What follows belongs to an exercise in optimizing a design on an open flow for small area, a short achievable clock period and few clock cycles; a production flow would make more cautious choices.
In this exercise RTL edits were held to simulation tests only and were not proved equivalent to the original.

==> flow/design.v, too long to show whole: its modules and the start of the top module <==
// module fir: 6572 lines
// module fir_fa: 10 lines
// module fir_x3: 8 lines
// module fir_xn2: 7 lines
module fir #(
    parameter DATA_WIDTH = 16,
    parameter TAP_NUM = 16
)(
    input wire clk,
    input wire rst,
    input wire tap_we,
    input wire [3:0] tap_addr,
    input wire [DATA_WIDTH-1:0] tap_data,
    input wire start,
    input wire [DATA_WIDTH-1:0] x_in,
    output wire [DATA_WIDTH-1:0] y_out,
    output reg done
);
  // ...
==> flow/run.sh <==
#!/bin/bash
# synth_recipe.tcl (not shown) runs the flow's synth.tcl, then flattens the netlist and writes it again
# the make line also repeats each setting of config.mk as NAME=value (left out here)
make -C /OpenROAD-flow-scripts/flow DESIGN_CONFIG=/design/flow/config.mk WORK_HOME=/design/flow/orfs CLKGATE_MAP_FILE= SYNTH_SCRIPT=/design/flow/synth_recipe.tcl finish
==> flow/config.mk <==
export PLATFORM = sky130hd
export DESIGN_NAME = fir
export DESIGN_NICKNAME = fir
export VERILOG_FILES = /design/flow/design.v
export SDC_FILE = /design/flow/constraint.sdc
export NUM_CORES = 4
export LEC_CHECK = 0
export CAP_MARGIN = 20
export CORE_MARGIN = 2
export CORE_UTILIZATION = 30
export PLACE_DENSITY = 0.45
export SLEW_MARGIN = 20
export SYNTH_HIERARCHICAL = 1
export SYNTH_MINIMUM_KEEP_SIZE = 0
==> flow/constraint.sdc <==
create_clock -name core_clock -period 16.0 [get_ports {clk}]
set_input_delay 3.2000 -clock core_clock [delete_from_list [all_inputs] [get_ports {clk}]]
set_output_delay 3.2000 -clock core_clock [all_outputs]
set_load 0.01 [all_outputs]
==> impl_metrics.tcl, run 1 <==
set metrics [dict create \
    endpoint "m[62]" \
    crit_start "taps[1][7]" \
    grt_use_met3 0.0678 \
    path_clk_slew_ps 50 \
    synth_xor_xnor_area_share 0.0639 \
    status "finished clean" \
    hp-start "taps[6][15]" \
    root_buffer "clkbuf_16" \
    worstHoldPathCells 1 \
    crit_required_ps 16470 \
    ys_seq_area_frac 0.209 \
    viasPerCell 5.41 \
    nWellTaps 3009 \
    critPathCaptureType "register" \
    tightest_slew_ps 1160 \
    cp.depth 12 \
    setup_tns_ps 0 \
    hold_buffers 0 \
    met1_length_um 137000 \
    path_delay_family "adder cells" \
    drt_wl_total_um 332000 \
    wl_per_cell_um 37.6 \
    stdcell_area_um2 74500 \
    synth_mux_area_frac 0.0826 \
    synthSimpleGateAreaFrac 0.126 \
    maxSlewViolCount 0 \
    grt.overflow.total 0 \
    syn2layout_area_growth_pct 8.42 \
    dr.first_iter.drc_count 5860 \
    clockBufferDepth 3 \
]
Testbench counts, summed over its fixed seeds: cycles 2,048.
==> run 2: changes to the inputs <==
--- a/flow/config.mk
+++ b/flow/config.mk
@@ -7,8 +7,8 @@
 export LEC_CHECK = 0
 export CAP_MARGIN = 20
 export CORE_MARGIN = 2
-export CORE_UTILIZATION = 30
-export PLACE_DENSITY = 0.45
+export CORE_UTILIZATION = 55
+export PLACE_DENSITY = 0.65
 export SLEW_MARGIN = 20
 export SYNTH_HIERARCHICAL = 1
 export SYNTH_MINIMUM_KEEP_SIZE = 0
==> run 2 against run 1 <==
Against the previous run:
- die area decreased by 45%
- sequential share of layout area increased by 0.51 points
- synthesized cell count unchanged
- area after synthesis unchanged
- highest routed layer unchanged
==> impl_metrics.tcl, run 2 <==
set metrics [dict create \
    final_cell_mix "nand2_1 (2,189), fa_1 (1,668), dfrtp_1 (497), xnor2_1 (493), mux2_2 (455)" \
    wl_per_cell_um 41.6 \
    min_path_type "reg2reg" \
    cts_htree_levels 3 \
    fp.dieH_um 357 \
    final_common_cell "nand2_1" \
    insertion_delay_ps 720 \
    dieArea_um2 128000 \
    synth_ff_type "dfrtp_1" \
    placed_cell_area_um2 70100 \
    vias 49646 \
    cts.sinks 561 \
    hold_viol 0 \
    drt-pass1-iter-count 8 \
    first_global_vias 50652 \
    reg_top3 "taps x256, xs x240, m x64" \
    dr.first_iter.drc_count 7561 \
    max_freq_mhz 124 \
    ioPinCount 57 \
    grt.overflow.total 0 \
    post-cts-setup-buffers 0 \
    async_reset_ff_frac 0.886 \
    place_inst 7303 \
    status "finished clean" \
    antenna_found_initial 20 \
    drt_wl_total_um 310000 \
    setup_viol 0 \
    netlist_area_um2 68700 \
    synth.most_common_cell "nand2_1" \
    tightest_slew_ps 1220 \
    cap_violations 0 \
    nNetsFinal 7464 \
    worst_hold_slack_ps 493 \
    viasPerCell 6.65 \
    drc 0 \
    cp.arrival_ps 8560 \
    grt_first_pass_wirelength_um 426000 \
    netlist_instances 5986 \
    critPathCaptureType "register" \
    row_count 129 \
    clockBufferDepth 3 \
    largest-register "taps" \
    crit_required_ps 16460 \
    root_buffer "clkbuf_16" \
    fin_cells 7460 \
    ys_ff_latch 561 \
    die_width_um 357 \
    synth_edf_count 64 \
    ctsResizeCount 0 \
    cts_tree "done" \
    critPathMaxFanout 10 \
    initial_core_util 0.555 \
    setup_tns_ps 0 \
    hpwl_um 249000 \
    startpoint_type "register" \
    postSynthAreaPerCell_um2 11.5 \
    largest_reg_flops 256 \
    antenna_left 0 \
    period_needed_ps 8100 \
    grt_max_degree 151 \
    place_congestion 1.11 \
    synth_commonest_cells "nand2_1 (2,189), fa_1 (1,668), dfrtp_1 (497)" \
    grt_usage 0.502 \
    maxSlewViolCount 0 \
    core_um2 124000 \
    yosys.cell_types.count 56 \
    cts_buffers 72 \
    ys_seq_area_frac 0.209 \
    hold_buffers 0 \
    synth_warnings 9 \
    io_buffers 56 \
    synth_area_leaders "fa_1 (49%), dfrtp_1 (18%), nand2_1 (12%), mux2_2 (7.5%), xnor2_1 (6.3%)" \
    yosys.area.top_type "fa_1" \
    synth.net_count 7709 \
    syn2layout_area_growth_pct 5.62 \
    yosysTopAreaCellShare 0.486 \
    relSlewSlack 0.180 \
    grt_setup_unrepaired "false" \
    crit_type "reg2reg" \
    layout-drive-gt1-share 0.118 \
    fin_crit_sh 0.506 \
    path_clk_slew_ps 70 \
    finClkSkew_ps 39.0 \
    stdcell_area_um2 72500 \
]
## run 2: cell types whose count changed in the layout (fill, tap and decap cells not counted), moves of 3 or more
cell             change
clkinv_4             -6
bufinv_16            -6
clkinv_2             +5
clkbuf_16            -8
diode_2             +18
buf_2               -15
clkdlybuf4s50_1     +15
buf_4                -3
## run 2: metal layers
| metal | up-vias | wire length (µm) | GRT usage |
|---|---|---|---|
| met3 | 948 | 43500 | 0.187 |
| met4 | 18 | 27300 | 0.340 |
| met1 | 26422 | 109000 | 0.647 |
| li1 | 17935 | - | - |
| met2 | 4323 | 131000 | 0.708 |
| met5 | - | 111 | 0.00444 |
## run 2: Yosys stat by module, one instance, submodules excluded
module / flip-flops and latches / cell area (µm²) / cells
fir: 561 / 31000 / 3829
fir_fa: 0 / 20.0 / 1
fir_xn2: 0 / 8.76 / 1
## run 2: worst max-delay path, stage by stage (launching register included)
cell,delay [ps]
dfrtp_1,1030
nand2_1,200
fa_1,490
xnor2_1,210
xnor2_1,120
xnor2_1,380
xnor2_1,300
xnor2_1,960
xnor2_1,200
xnor2_1,240
xnor2_1,410
xnor2_1,140
xnor2_1,250
xnor2_1,170
xnor2_1,160
xnor2_1,160
xnor2_1,110
xnor2_1,600
xnor2_1,190
xnor2_1,220
xnor2_1,170
xnor2_1,160
xnor2_1,160
xnor2_1,160
xnor2_1,160
xnor2_1,160
xnor2_1,160
xnor2_1,100
## run 2: cell type report
cell class,instances,area (µm²)
Timing Repair Buffer,120,1080
Inverter,8,33.8
Antenna cell,24,60.1
Multi-Input combinational cell,4978,52600
Tap cell,1637,2050
Clock buffer,98,2000
Sequential cell,561,14400
Fill cell,10245,51300
Clock inverter,34,364
## run 2: logic make-up (layout without fill, tap and decap cells)
kind of cell / after synthesis / in the layout / share of synthesized area
mux: 497 / 497 / 0.0826
flops: 561 / 561 / 0.209
compound gates: 43 / 43 / 0.00446
other cells: 0 / 24 / 0
xor+xnor: 501 / 501 / 0.0639
buf+inv: 447 / 260 / 0.0254
simple gates: 2254 / 2254 / 0.126
fa+ha+maj: 1683 / 1683 / 0.489
## run 2: path summary, 6_finish.rpt
check	startpoint	end	slack, ps	depth (start not counted)
worst max-delay path	xs[1][8]	m[61]	7900	27
worst min-delay path	taps[6][15]	taps[6][15]	490	1
worst max register to register	xs[1][8]	m[61]	7900	27
worst min register to register	taps[6][15]	taps[6][15]	490	1
max in group asynchronous	rst	taps[9][8]	10760	4
min in group asynchronous	rst	xs[3][15]	3030	2
## run 2: metrics by stage
stage | utilization | setup WS, ps
floorplan | - | 6060
global route | 0.586 | 8060
finish | 0.586 | 7900
detailed placement | 0.566 | 8480
global placement | 0.566 | 8440
CTS | 0.585 | 8290

[what the ideal ports hide]
The results above use ideal ports. As a check the final layouts listed here were re-extracted and re-timed, cells and wires unchanged.
Step 1 sets driving cells, clkbuf_16 on the clock port and buf_2 on the other inputs (assumed; they add their load-dependent delay and slew).
Step 2 times the ports against the registers' clock, not the clock port: input delays grow and output delays shrink by t, the midpoint of the rising clock arrivals with the driver on.
a / b / c = no drivers / after step 1 / after step 2; a / b = the first two.
| run | shift t [ns] | setup slack, ns | hold slack, ns |
|---|---|---|---|
| run 1 | 0.851 | 8.116 / 8.116 / 8.116 | 0.498 / 0.498 / 0.498 |
| run 2 | 0.779 | 7.903 / 7.903 / 7.903 | 0.493 / 0.493 / 0.493 |
After both steps setup and hold are still met in every run listed.
